This is an optimization exercise on Yosys and OpenROAD, whose aim is small area, a short achievable clock period and few clock cycles, not a production implementation. The RTL was checked by simulation tests, not by an equivalence proof against the original design. Power figures rest on the tool's default switching activity, not on a simulated workload.

==> flow/design.v, too long to show whole: its modules and the start of the top module <==
// module Milestone1: 168 lines
// module csc_r: 156 lines
// module csc_g: 168 lines
// module csc_b: 139 lines
// module interp_tree: 149 lines
module Milestone1(
	 input logic Clock,
	 input logic resetn,
	 input logic start,
	 input logic  [15:0] SRAM_read_data,
	 output logic [15:0] SRAM_write_data,
	 output logic done,
	 output logic SRAM_we_n,
	 output logic [17:0] SRAM_address
);
  // ...
==> flow/flow/run.sh <==
#!/bin/bash
# Standard layout (the standard.sh) with a larger setup repair margin, so
# that timing repair aims for a shorter clock period than the constraint.
set -euo pipefail
MARGIN=${MARGIN:-7}
sed -e "s/SETUP_SLACK_MARGIN=[0-9.]*/SETUP_SLACK_MARGIN=$MARGIN/" standard.sh > standard_margin.sh
grep -q "SETUP_SLACK_MARGIN=$MARGIN" standard_margin.sh
bash standard_margin.sh > layout.log 2>&1
==> flow/standard.sh <==
#!/bin/bash
# synth_recipe.tcl (not shown) runs the flow's synth.tcl, then flattens the netlist and writes it again
# the make line also repeats each setting of config.mk as NAME=value (left out here)
make -C /OpenROAD-flow-scripts/flow DESIGN_CONFIG=/design/flow/config.mk WORK_HOME=/design/flow/orfs CLKGATE_MAP_FILE= SYNTH_SCRIPT=/design/flow/synth_recipe.tcl "${@:-finish}"
==> flow/config.mk <==
export PLATFORM = sky130hd
export DESIGN_NAME = Milestone1
export DESIGN_NICKNAME = Milestone1
export VERILOG_FILES = /design/flow/design.v
export SDC_FILE = /design/flow/constraint.sdc
export NUM_CORES = 4
export LEC_CHECK = 0
export CAP_MARGIN = 20
export CORE_MARGIN = 2
export CORE_UTILIZATION = 60
export SETUP_SLACK_MARGIN = 5
export SLEW_MARGIN = 20
==> flow/constraint.sdc <==
create_clock -name core_clock -period 11.0 [get_ports {Clock}]
set_input_delay 2.2000 -clock core_clock [delete_from_list [all_inputs] [get_ports {Clock}]]
set_output_delay 2.2000 -clock core_clock [all_outputs]
set_load 0.01 [all_outputs]
==> impl_results.md, run 1 <==
- Top cells by count, synth: inv_1, ha_1, fa_1, dfxtp_1, nor2_1
- CTS Sinks: approximately 370
- Post-CTS Resized: 74
- Synth Area in Compound Gates: 0.0895
- Share of cells above drive strength 1: 0.147
- Final hold violation count: 0
- Final setup margin: around 7000 ps
- GRT met1 Usage: 0.364
- Most frequent cells in the layout: inv_1, ha_1, fa_1, nor2_1, edfxtp_1
- Maximum vdd drop: 0.286 mV
- WL final: 56600 um
- Non-clock buffer share of cell area: 0.0354
- First-pass GRT wire length: roughly 90000 um
- CP max-delay cell: fa_1
- Design area: between 0.02 and 0.03 sq mm
- Die Span X: 206 um
- Fill cell count: 3042
- CTS tree: yes
- Status: finished clean
- Dpl hpwl: 43400 um
- Cells after DPL: 2830
- Pint: roughly 2.8 mW
- Critical Path, Cell by Cell: clkinvlp_4, fa_2, fa_1, inv_2, fa_1, inv_2, fa_1, inv_2, ha_4, a21o_1, a21oi_2, nor2b_1, a311oi_2, a21oi_1, xor2_1
- WL met3: between 2000 and 3000 um
- Initial antenna violation count: 1
- Power, Total: between 4 and 5 mW
- Post-route clock period utilization: 0.364
- Count of buffer and inverter cells on the critical path: 4
- Critical path capture point type: flop
- Peak Freq: roughly 250 MHz
- Unrepaired setup endpoints after global routing: true
- Layout Nets: 2838
- Slew Limit Fails: 0
- Most frequent cell after synthesis: inv_1
- Logic pwr share: 0.257
- Commonest non-fill, non-tap cell in the layout: inv_1
- Critical Path Source: by[5]$_DFF_P_
- Total CTS buffers: between 40 and 50
- Max-Cap Viols: 0
Testbench counts, summed over its fixed seeds: cycles 1,152,162.
==> run 2: changes to the inputs <==
==> flow/flow/run.sh (replaced) <==
#!/bin/bash
# The standard layout (standard.sh) with two changes:
#  - timing repair aims MARGIN ns below the clock period (SETUP_SLACK_MARGIN);
#  - after the standard synthesis, flow/polarity.py removes inverters around
#    full adders (a full adder with all inputs and outputs inverted is the
#    same full adder); registers are untouched.
set -euo pipefail
MARGIN=${MARGIN:-7.3}
sed -e "s/SETUP_SLACK_MARGIN=[0-9.]*/SETUP_SLACK_MARGIN=$MARGIN/" standard.sh > standard_margin.sh
grep -q "SETUP_SLACK_MARGIN=$MARGIN" standard_margin.sh
bash standard_margin.sh synth > synth.log 2>&1
RES=orfs/results/${FLOW_PLATFORM}/Milestone1/base
cp $RES/1_2_yosys.v 1_2_yosys.orig.v
python3 flow/polarity.py 1_2_yosys.orig.v $RES/1_2_yosys.v > polarity.log 2>&1
rm -f $RES/1_synth.odb $RES/1_synth.sdc
bash standard_margin.sh > layout.log 2>&1
==> flow/flow/polarity.py (new file) <==
#!/usr/bin/env python3
"""Removes inverters around full adders in a mapped sky130 netlist.

A full adder is self-dual: FA(~a, ~b, ~c) = (~sum, ~cout). Yosys' adder
extraction often leaves inverters on full-adder inputs and outputs; this
pass chooses, per full adder, whether to use it "flipped" (inverted inputs
and outputs) so that as few inverters as possible remain, then rewrites the
netlist. Registers and all other cells are untouched; the logic function of
every register input and output port is unchanged.

usage: polarity.py in.v out.v
"""
import re, sys, random

OUT_PINS = {"X", "Y", "Q", "Q_N", "SUM", "COUT", "HI", "LO"}
FA_IN = ("A", "B", "CIN")
INV = "sky130_fd_sc_hd__inv_1"

src = open(sys.argv[1]).read()
cell_re = re.compile(r"^  (sky130_fd_sc_hd__\w+) (\\\S+ |\S+) \((.*?)\n  \);\n", re.S | re.M)
pin_re = re.compile(r"\.(\w+)\(([^()]*)\)")

cells = []   # [type, name, [(pin, net)], span]
for m in cell_re.finditer(src):
    pins = [(p, n.strip()) for p, n in pin_re.findall(m.group(3))]
    cells.append([m.group(1), m.group(2), pins, m.span()])

# module ports: never rename or remove the nets they are on
hdr = src[:cells[0][3][0]]
ports = set()
for m in re.finditer(r"^\s*(input|output)\s*(\[\d+:\d+\])?\s*(\S+);", hdr, re.M):
    ports.add(m.group(3))
def is_port(net):
    return net.split("[")[0].lstrip("\\").strip() in ports or net.startswith("\\") and net[1:].split("[")[0] in ports

driver = {}
loads = {}
for i, (t, name, pins, _) in enumerate(cells):
    for p, n in pins:
        if p in OUT_PINS:
            driver[n] = (i, p)
        else:
            loads.setdefault(n, []).append((i, p))

# removable inverters: output net internal
removable = set()
for i, (t, name, pins, _) in enumerate(cells):
    if t == INV:
        d = dict(pins)
        if not is_port(d["Y"]) and d["Y"] not in ("1'h0", "1'h1"):
            removable.add(i)

def lit(net, depth=0):
    """(base net, polarity) of a net through removable inverters."""
    if net in driver and driver[net][0] in removable and depth < 50:
        a = dict(cells[driver[net][0]][2])["A"]
        b, p = lit(a, depth + 1)
        return b, p ^ 1
    return net, 0

# consumers of every base net
cons = {}          # base -> list of (cell, pin, r)
for i, (t, name, pins, _) in enumerate(cells):
    if i in removable:
        continue
    for p, n in pins:
        if p in OUT_PINS:
            continue
        b, r = lit(n)
        cons.setdefault(b, []).append((i, p, r))
# ports that are driven through an inverter chain: keep these inverters (skip)
fa = [i for i, c in enumerate(cells) if c[0] == "sky130_fd_sc_hd__fa_1" or c[0].startswith("sky130_fd_sc_hd__fa_")]
faset = set(fa)
flip = {i: 0 for i in fa}

def drv_flip(b):
    if b in driver and driver[b][0] in faset:
        return flip[driver[b][0]]
    return 0

def need_inv(b):
    d = drv_flip(b)
    for (i, p, r) in cons.get(b, []):
        rr = r ^ (flip[i] if (i in faset and p in FA_IN) else 0)
        if rr != d:
            return 1
    return 0

# nets touched by each FA
touch = {}
for i in fa:
    d = dict(cells[i][2])
    s = set()
    for p in FA_IN:
        s.add(lit(d[p])[0])
    s.add(d["SUM"]); s.add(d["COUT"])
    touch[i] = s

base_nets = set(cons.keys())
before = sum(need_inv(b) for b in base_nets)
improved = True
rounds = 0
while improved and rounds < 50:
    improved = False
    rounds += 1
    for i in fa:
        nets = touch[i]
        c0 = sum(need_inv(b) for b in nets)
        flip[i] ^= 1
        c1 = sum(need_inv(b) for b in nets)
        if c1 < c0:
            improved = True
        else:
            flip[i] ^= 1
after = sum(need_inv(b) for b in base_nets)

# rewrite
new_inv = {}    # base -> inverted net name
decls = []
k = [0]
def inv_net(b):
    if b not in new_inv:
        n = f"_polinv_{k[0]}_"
        k[0] += 1
        new_inv[b] = n
        decls.append(f"  wire {n};\n")
    return new_inv[b]

def esc(n):
    return n + " " if n.startswith("\\") else n


out_cells = {}
for i, (t, name, pins, span) in enumerate(cells):
    if i in removable:
        out_cells[i] = ""
        continue
    newpins = []
    for p, n in pins:
        if p in OUT_PINS:
            newpins.append((p, n))
            continue
        b, r = lit(n)
        rr = r ^ (flip[i] if (i in faset and p in FA_IN) else 0)
        d = drv_flip(b)
        newpins.append((p, b if rr == d else inv_net(b)))
    body = ",\n".join(f"    .{p}({esc(n)})" for p, n in newpins)
    out_cells[i] = f"  {t} {name} (\n{body}\n  );\n"

inv_cells = []
for j, (b, n) in enumerate(sorted(new_inv.items(), key=lambda x: x[1])):
    inv_cells.append(f"  {INV} _polinv_cell_{j}_ (\n    .A({esc(b)}),\n    .Y({n})\n  );\n")

res = []
pos = 0
for i, (t, name, pins, span) in enumerate(cells):
    if i == 0:
        res.append(src[pos:span[0]])
        res.extend(decls)
    else:
        res.append(src[pos:span[0]])
    res.append(out_cells[i])
    pos = span[1]
    if i == len(cells) - 1:
        res.extend(inv_cells)
res.append(src[pos:])
open(sys.argv[2], "w").write("".join(res))
print(f"full adders {len(fa)}, flipped {sum(flip.values())}; inverters: {len(removable)} removable,"
      f" needed before {before}, after {after}, written {len(new_inv)}")
==> run 2 against run 1 <==
Still clean. Global-route usage is essentially flat. Worst setup slack gained 42 ps. Sequential power is essentially flat. Non-clock buffer count grew 34. Critical path depth shrank 3. Sequential share of layout area grew 0.23 points. Combinational power is essentially flat. Area after synthesis shrank 3.0%. Clock-buffer cell count shrank 5. First-iteration DRC count grew 13%. Utilization grew 1.7 points. Final cell count shrank 6.0%. Largest power group unchanged.
==> impl_results.md, run 2 <==
- Status: finished clean
- Fill cell count: 2800 (-8.0%)
- Initial antenna violation count: 1 (unchanged)
- Critical path peak fanout: 3
- Req. time, crit path: roughly 11000 ps
- Most frequent cells in the layout: inv_1, ha_1, fa_1, nor2_1, edfxtp_1
- Rows: 72
- Clk slew on worst S/H paths: 60 ps
- Worst-Skew Late Latency: about 550 ps
- Final ANT Viol Nets: 0
- Maximum vdd drop: 0.277 mV (-3.3%)
- Dpl hpwl: 41600 um (-4.1%)
- Area of the multi-input gates: roughly 0.014 sq mm
- Cells after DPL: 2627 (-7.2%)
- Avg Inst Size Synth: between 10 and 15 sq um
- GPL Wtd Cong: ~0.90
- Initial Utilization: 0.610
- Critical path capture point type: flop
- Lkg Pwr: ~11 nW
- Critical path type: reg2reg
- Worst Setup EP: go[5]$_DFF_P_
- Non-Filler Instances: between 2000 and 3000
- Setup TNS: 0 ps
- CTS H-tree lvls: 2
- Vias in the first global route: 16300
- Power Density: around 140 mW/mm^2
- Die Span X: 202 um (-1.5%)
- Synth Net Count: 2549
- Area of the die: slightly above 0.04 sq mm
- Commonest non-fill, non-tap cell in the layout: inv_1
- Vias per cell: about 5.6
- R2r endpoint: go[5]$_DFF_P_
- Total CTS buffers: 39 (-7.1%)
- Top Registers: SRAM_address x18, waddr x18
- Global-route usage over all layers: 0.279
- Area of the core: roughly 0.039 sq mm
- Register area: between 0.009 and 0.01 sq mm
- # setup viols final: 0
- Synth warnings: 1
- Worst Tran Pin Value: approximately 840 ps
- First-pass GRT wire length: 88800 um (-1.3%)
- Unrepaired setup endpoints after global routing: true
- CP Launch Type: flop
- Max Buffers Root-to-Sink: 3
- FF-to-FF path depth: 12
- Worst r2r src: by[5]$_DFF_P_
- WL final: 55700 um (-1.6%)
- GR Overflow Total: 0
- Final hold violation count: 0 (unchanged)
- Post-Syn Area: 0.0236 sq mm
- Post-route clock period utilization: 0.360 (-0.00379)
- DRC violation count after routing: 0
- DRT iter0 DRCs: just under 1000
- Via Count: about 16000
- CTS Sinks: 365 (unchanged)
- Hold slack final: roughly 450 ps
- CTS tree: yes
- Max-Cap Viols: 0 (unchanged)
- Drt wl/cell: ~20 um
- Reg2reg setup slack: slightly above 7000 ps
- Clock skew after layout: about 21 ps
- Hold Crit Class: reg2reg
- Slew Limit Fails: 0 (unchanged)
- Fin crit period: slightly below 4000 ps
- Area growth syn-to-layout: 16.7%
- DRT Pass-1 Iters: 5
- Diodes inserted: 0
- Share of cells above drive strength 1: 0.192 (+0.0446)
- CTS hold repair buffers: 0
- Pin count of the biggest net entering global routing: 84
- Slew HR: 0.440
- I/O pin count: 55
- Syn Inst Count: approximately 2100
- Layout Nets: 2675 (-5.7%)
- Die Y: 202 um
- Critical Path Source: by[5]$_DFF_P_
- Root Driver: clkbuf_16
- Peak Freq: 252 MHz (+1.1%)
- CP arrival: approximately 4400 ps
- PortBufs: 54
[run 2: worst min-delay path by stage]
| stage | slack (ps) | endpoint | from | cells past startpoint |
|---|---|---|---|---|
| after floorplan | 410 | fin$_DFFE_PN0P_ | fin$_DFFE_PN0P_ | 2 |
| after global placement | 430 | vw3[6]$_DFFE_PP_ | vw4[6]$_DFFE_PP_ | 0 |
| after detailed placement | 430 | vw2[4]$_DFFE_PP_ | vw3[4]$_DFFE_PP_ | 0 |
| after CTS | 440 | vw3[6]$_DFFE_PP_ | vw4[6]$_DFFE_PP_ | 0 |
| after global routing | 460 | vw3[7]$_DFFE_PP_ | vw4[7]$_DFFE_PP_ | 0 |
| final | 450 | vw3[7]$_DFFE_PP_ | vw4[7]$_DFFE_PP_ | 0 |
[run 2: worst max-delay path, stage by stage (launching register included)]
cell      delay (ps)
dfxtp_4          370
buf_6            130
fa_2             490
fa_1             600
fa_2             450
fa_1             600
ha_4             220
a21o_1           180
a21oi_2          110
nor2b_1           60
a311oi_2         310
a21oi_1          140
xor2_1           190
[run 2: per-stage QoR]
step           worst slack [ps]  power, mW  area [sq um]  utilization
2_1_floorplan              7300       2.32         23700            -
3_3_place_gp               5890       2.62         24700        0.639
3_5_place_dp               5810       2.66         24700        0.639
4_1_cts                    7090       4.00         26900        0.695
5_1_grt                    6910       4.23         27600        0.712
6_report                   7040       3.96         27600        0.712
[run 2: layout make-up]
| cell class | instances | area share |
|---|---|---|
| Clock buffer | 55 | 0.0421 |
| Clock inverter | 14 | 0.00531 |
| Inverter | 253 | 0.0355 |
| Multi-Input combinational cell | 1429 | 0.512 |
| Sequential cell | 365 | 0.333 |
| Tap cell | 518 | 0.0235 |
| Timing Repair Buffer | 141 | 0.0489 |
[run 2: per-layer routing]
metal | GRT usage | vias up | wire, um
li1 | - | 7411 | -
met1 | 0.384 | 7747 | 24900
met2 | 0.475 | 357 | 27000
met3 | 0.0337 | 88 | 2480
met4 | 0.0714 | 0 | 1410
met5 | 0 | - | 0
[run 2: what timing repair did]
action                     in CTS  in global routing
gates cloned                    1                  2
pin swaps                      56                 61
setup buffers                  40                 36
setup endpoints to repair      58                 39
resized for setup             119                 64
[run 2: where the power goes]
part	leakage, nW	internal (mW)	switching (mW)	total, mW
Clock	0.645	0.787	0.543	1.33
Combinational	7.44	0.476	0.583	1.06
Sequential	3.37	1.52	0.0557	1.57
Total	11.5	2.78	1.18	3.96
==> run 3: changes to the inputs <==
--- a/flow/flow/run.sh
+++ b/flow/flow/run.sh
@@ -5,7 +5,7 @@
 #    full adders (a full adder with all inputs and outputs inverted is the
 #    same full adder); registers are untouched.
 set -euo pipefail
-MARGIN=${MARGIN:-7.3}
+MARGIN=${MARGIN:-7}
 sed -e "s/SETUP_SLACK_MARGIN=[0-9.]*/SETUP_SLACK_MARGIN=$MARGIN/" standard.sh > standard_margin.sh
 grep -q "SETUP_SLACK_MARGIN=$MARGIN" standard_margin.sh
 bash standard_margin.sh synth > synth.log 2>&1
==> run 3 against run 2 <==
Clock power hardly changed. Combinational power hardly changed. Synthesized cell count stayed put. Routed wire length is 2.2% lower. Die area stayed put. Sequential share of layout area is 1.0 points higher. Global-route usage is 0.67 points lower. First-iteration DRC count is 7.9% lower. Final cell count is 1.1% lower. Still clean on timing, DRC and antenna. Clock-buffer cell count is 2 lower. Non-clock buffer count is 37 lower.
==> impl_results.md, run 3 <==
- Pin count of the biggest net entering global routing: 76 (-9.5%)
- Sw Ratio: 0.302 (+0.00335)
- PortBufs: 54 (unchanged)
- Clk slew on worst S/H paths: 60 ps (about the same)
- Die Span X: 202 um (unchanged)
- I/O pin count: 55 (unchanged)
- CTS H-tree lvls: 2 (unchanged)
- Initial Utilization: 0.610 (unchanged)
- Via Count: 15400 (-1.4%)
- DRC violation count after routing: 0 (unchanged)
- Clock skew after layout: 23.2 ps (+2.24 ps)
- Critical path peak fanout: 6 (+3)
- Status: finished clean
- Power Density: 148 mW/mm^2 (+3.0%)
- FF-to-FF path depth: 15 (+3)
- Avg Inst Size Synth: 11.2 sq um (unchanged)
- Critical Path Source: by[5]$_DFF_P_
- Worst r2r src: by[5]$_DFF_P_
- Logic pwr share: 0.263 (-0.004)
- Design area: 0.0267 sq mm (-3.0%)
- Vias per cell: 5.61 (-0.29%)
- CP Depth: 15 (+3)
- Final hold violation count: 0 (unchanged)
- Critical Path, Cell by Cell: clkinvlp_4, fa_2, inv_2, ha_4, xor2_1, inv_1, fa_1, fa_1, ha_4, o21a_1, a21oi_2, o21ai_2, a211oi_2, o21bai_2, xnor2_1
- DP Area: 0.0247 sq mm (-0.34%)
- Post-route clock period utilization: 0.363 (+0.00220)
- Area of the die: 0.0410 sq mm (unchanged)
- Maximum vdd drop: 0.370 mV (+34%)
- CP arrival: 4430 ps (+40 ps)
- Top Registers: SRAM_address x18, waddr x18
- Share of cells above drive strength 1: 0.148 (-0.0440)
- Req. time, crit path: 11440 ps (+20 ps)
- Rows: 72 (unchanged)
- Max Buffers Root-to-Sink: 3 (unchanged)
- Critical path capture point type: flop
- Vias in the first global route: 15800 (-3.4%)
- Max-Cap Viols: 0 (unchanged)
- Synth warnings: 1 (unchanged)
- Lkg Pwr: 11.2 nW (-2.5%)
- Total CTS buffers: 41 (+5.1%)
- Fin crit period: 3990 ps (+24.2 ps)
- DRT iter0 DRCs: 906 (-7.9%)
- CP Launch Type: flop
- GPL Wtd Cong: 0.892 (-0.87%)
- Worst Setup EP: go[8]$_DFF_P_
- Root Driver: clkbuf_16
- Syn Inst Count: 2103 (unchanged)
- Synth Net Count: 2549 (unchanged)
- R2r endpoint: go[8]$_DFF_P_
- Dpl hpwl: 41900 um (+0.58%)
- Initial antenna violation count: 1 (unchanged)
- Unrepaired setup endpoints after global routing: true
- Global-route usage over all layers: 0.273 (-0.00668)
- Sw Pwr: 1.19 mW (+1.0%)
- Hold Crit Class: reg2reg
- Crit-path leading delay family: adder cells
- CTS tree: yes
- Area growth syn-to-layout: 13.1%
- Drt wl/cell: 19.9 um (-1.1%)
- Worst Tran Pin Value: 847 ps (+6.85 ps)
- Pint: 2.76 mW (-0.60%)
- Reg2reg setup slack: 7010 ps (-20 ps)
- First-pass GRT wire length: 85900 um (-3.3%)
- Setup TNS: 0 ps (unchanged)
- Count of buffer and inverter cells on the critical path: 3 (+2)
- Clock group share of total power: 0.341 (+0.005)
- DRT Pass-1 Iters: 5 (unchanged)
- Slew HR: 0.435 (-0.00457)
- Crit-path max cell delay: 560 ps (-40 ps)
- Worst-Skew Late Latency: 580 ps (+30 ps)
- CP max-delay cell: fa_1
- Post-Syn Area: 0.0236 sq mm (unchanged)
- Layout Nets: 2639 (-1.3%)
- Commonest non-fill, non-tap cell in the layout: inv_1
- Peak Freq: 251 MHz (-0.61%)
- Final ANT Viol Nets: 0 (unchanged)
- Area of the core: 0.0387 sq mm (unchanged)
- Critical path type: reg2reg
- WL final: 54500 um (-2.2%)
- Most frequent cells in the layout: inv_1, ha_1, fa_1, nor2_1, edfxtp_1
- Sequential share of power: 0.397 (about the same)
- Slew Limit Fails: 0 (unchanged)
- CTS Sinks: 365 (unchanged)
- # setup viols final: 0 (unchanged)
- GR Overflow Total: 0 (unchanged)
- Die Y: 202 um (unchanged)
==> run 3: cell count changes in the layout (fill, tap and decap cells not counted), sizes merged, moves of 2 or more <==
cell	previous run	this run
clkinv	8	19
buf	86	50
clkbuf	57	54
clkdlybuf4s50	51	53
inv	255	248
clkinvlp	2	7
==> run 3: stage by stage <==
| step | utilization | power (mW) | cells | hold WS, ps | setup slack [ps] |
|---|---|---|---|---|---|
| floorplan | - | 2.33 | 2103 | 414 | 7000 |
| global placement | 0.637 | 2.61 | 2629 | 424 | 6660 |
| detailed placement | 0.637 | 2.65 | 2629 | 427 | 6600 |
| CTS | 0.677 | 4.00 | 2715 | 443 | 7000 |
| global route | 0.690 | 4.24 | 2745 | 455 | 6850 |
| finish | 0.690 | 3.96 | 2745 | 436 | 7010 |
==> run 3: area by class of cell <==
type,instances,area [sq um]
multi-input cells,1428,13600
clock inverters,23,220
flip-flops and latches,365,9170
diodes,1,2.50
repair buffers,104,976
clock buffers,53,1130
well taps,518,648
inverters,253,970
fillers,2908,12000
==> run 3: worst min path at each step <==
stage / start / to / slack, ps / depth (start not counted)
final: uw3[4]$_DFFE_PP_ / uw2[4]$_DFFE_PP_ / 440 / 0
after CTS: uw3[4]$_DFFE_PP_ / uw2[4]$_DFFE_PP_ / 440 / 0
after floorplan: fin$_DFFE_PN0P_ / fin$_DFFE_PN0P_ / 410 / 2
after global routing: uw4[3]$_DFFE_PP_ / uw3[3]$_DFFE_PP_ / 450 / 0
after global placement: vw4[6]$_DFFE_PP_ / vw3[6]$_DFFE_PP_ / 420 / 0
after detailed placement: uw4[1]$_DFFE_PP_ / uw3[1]$_DFFE_PP_ / 430 / 0
==> run 3: per-layer routing <==
layer  part of all wire  wire (um)  track usage
met1               0.44      24100        0.364
met2               0.48      26100        0.455
met3              0.040       2170       0.0390
met4              0.039       2130        0.102
met5                  0          0            0
==> run 3: power groups by stage <==
stage          combinational [mW]  sequential (mW)  clock [mW]
6_report                     1.04             1.57        1.35
5_1_grt                      1.23             1.58        1.43
4_1_cts                      1.06             1.57        1.37
3_5_place_dp                 1.05             1.60           0
3_3_place_gp                 1.01             1.60           0
2_1_floorplan               0.744             1.58           0
==> run 3: what timing repair did <==
action | CTS | global route
gates cloned | 0 | 1
hold buffers | 0 | 0
setup endpoints to repair | 39 | 36
resized for setup | 43 | 64
setup buffers | 10 | 28
pin swaps | 4 | 25

## what the ideal ports hide
The results above use ideal ports. As a check the final layouts listed here were re-extracted and re-timed, cells and wires unchanged. Step 1: set_driving_cell puts a clkbuf_16 on Clock and a buf_2 on each other input, an assumption about the parent block. Step 2, shift: input delay + t, output delay - t, t = (earliest + latest rising clock arrival at the registers) / 2. This alone moves slack from input paths to output paths. a / b / c = ideal ports / drivers / drivers and shift; a / b = the first two.
run	t (ns)	slack for setup (ns)	clock arrival spread, ns	worst slew at a driven data input, ns	pins driven straight from the clock port
run 1	0.638	6.994 / 6.994 / 6.994	0.052 / 0.052	0.07	1
run 2	0.600	7.036 / 7.036 / 7.036	0.023 / 0.022	0.06	1
run 3	0.624	7.011 / 7.011 / 7.011	0.028 / 0.028	0.07	1
After both steps setup and hold are still met in every run listed.
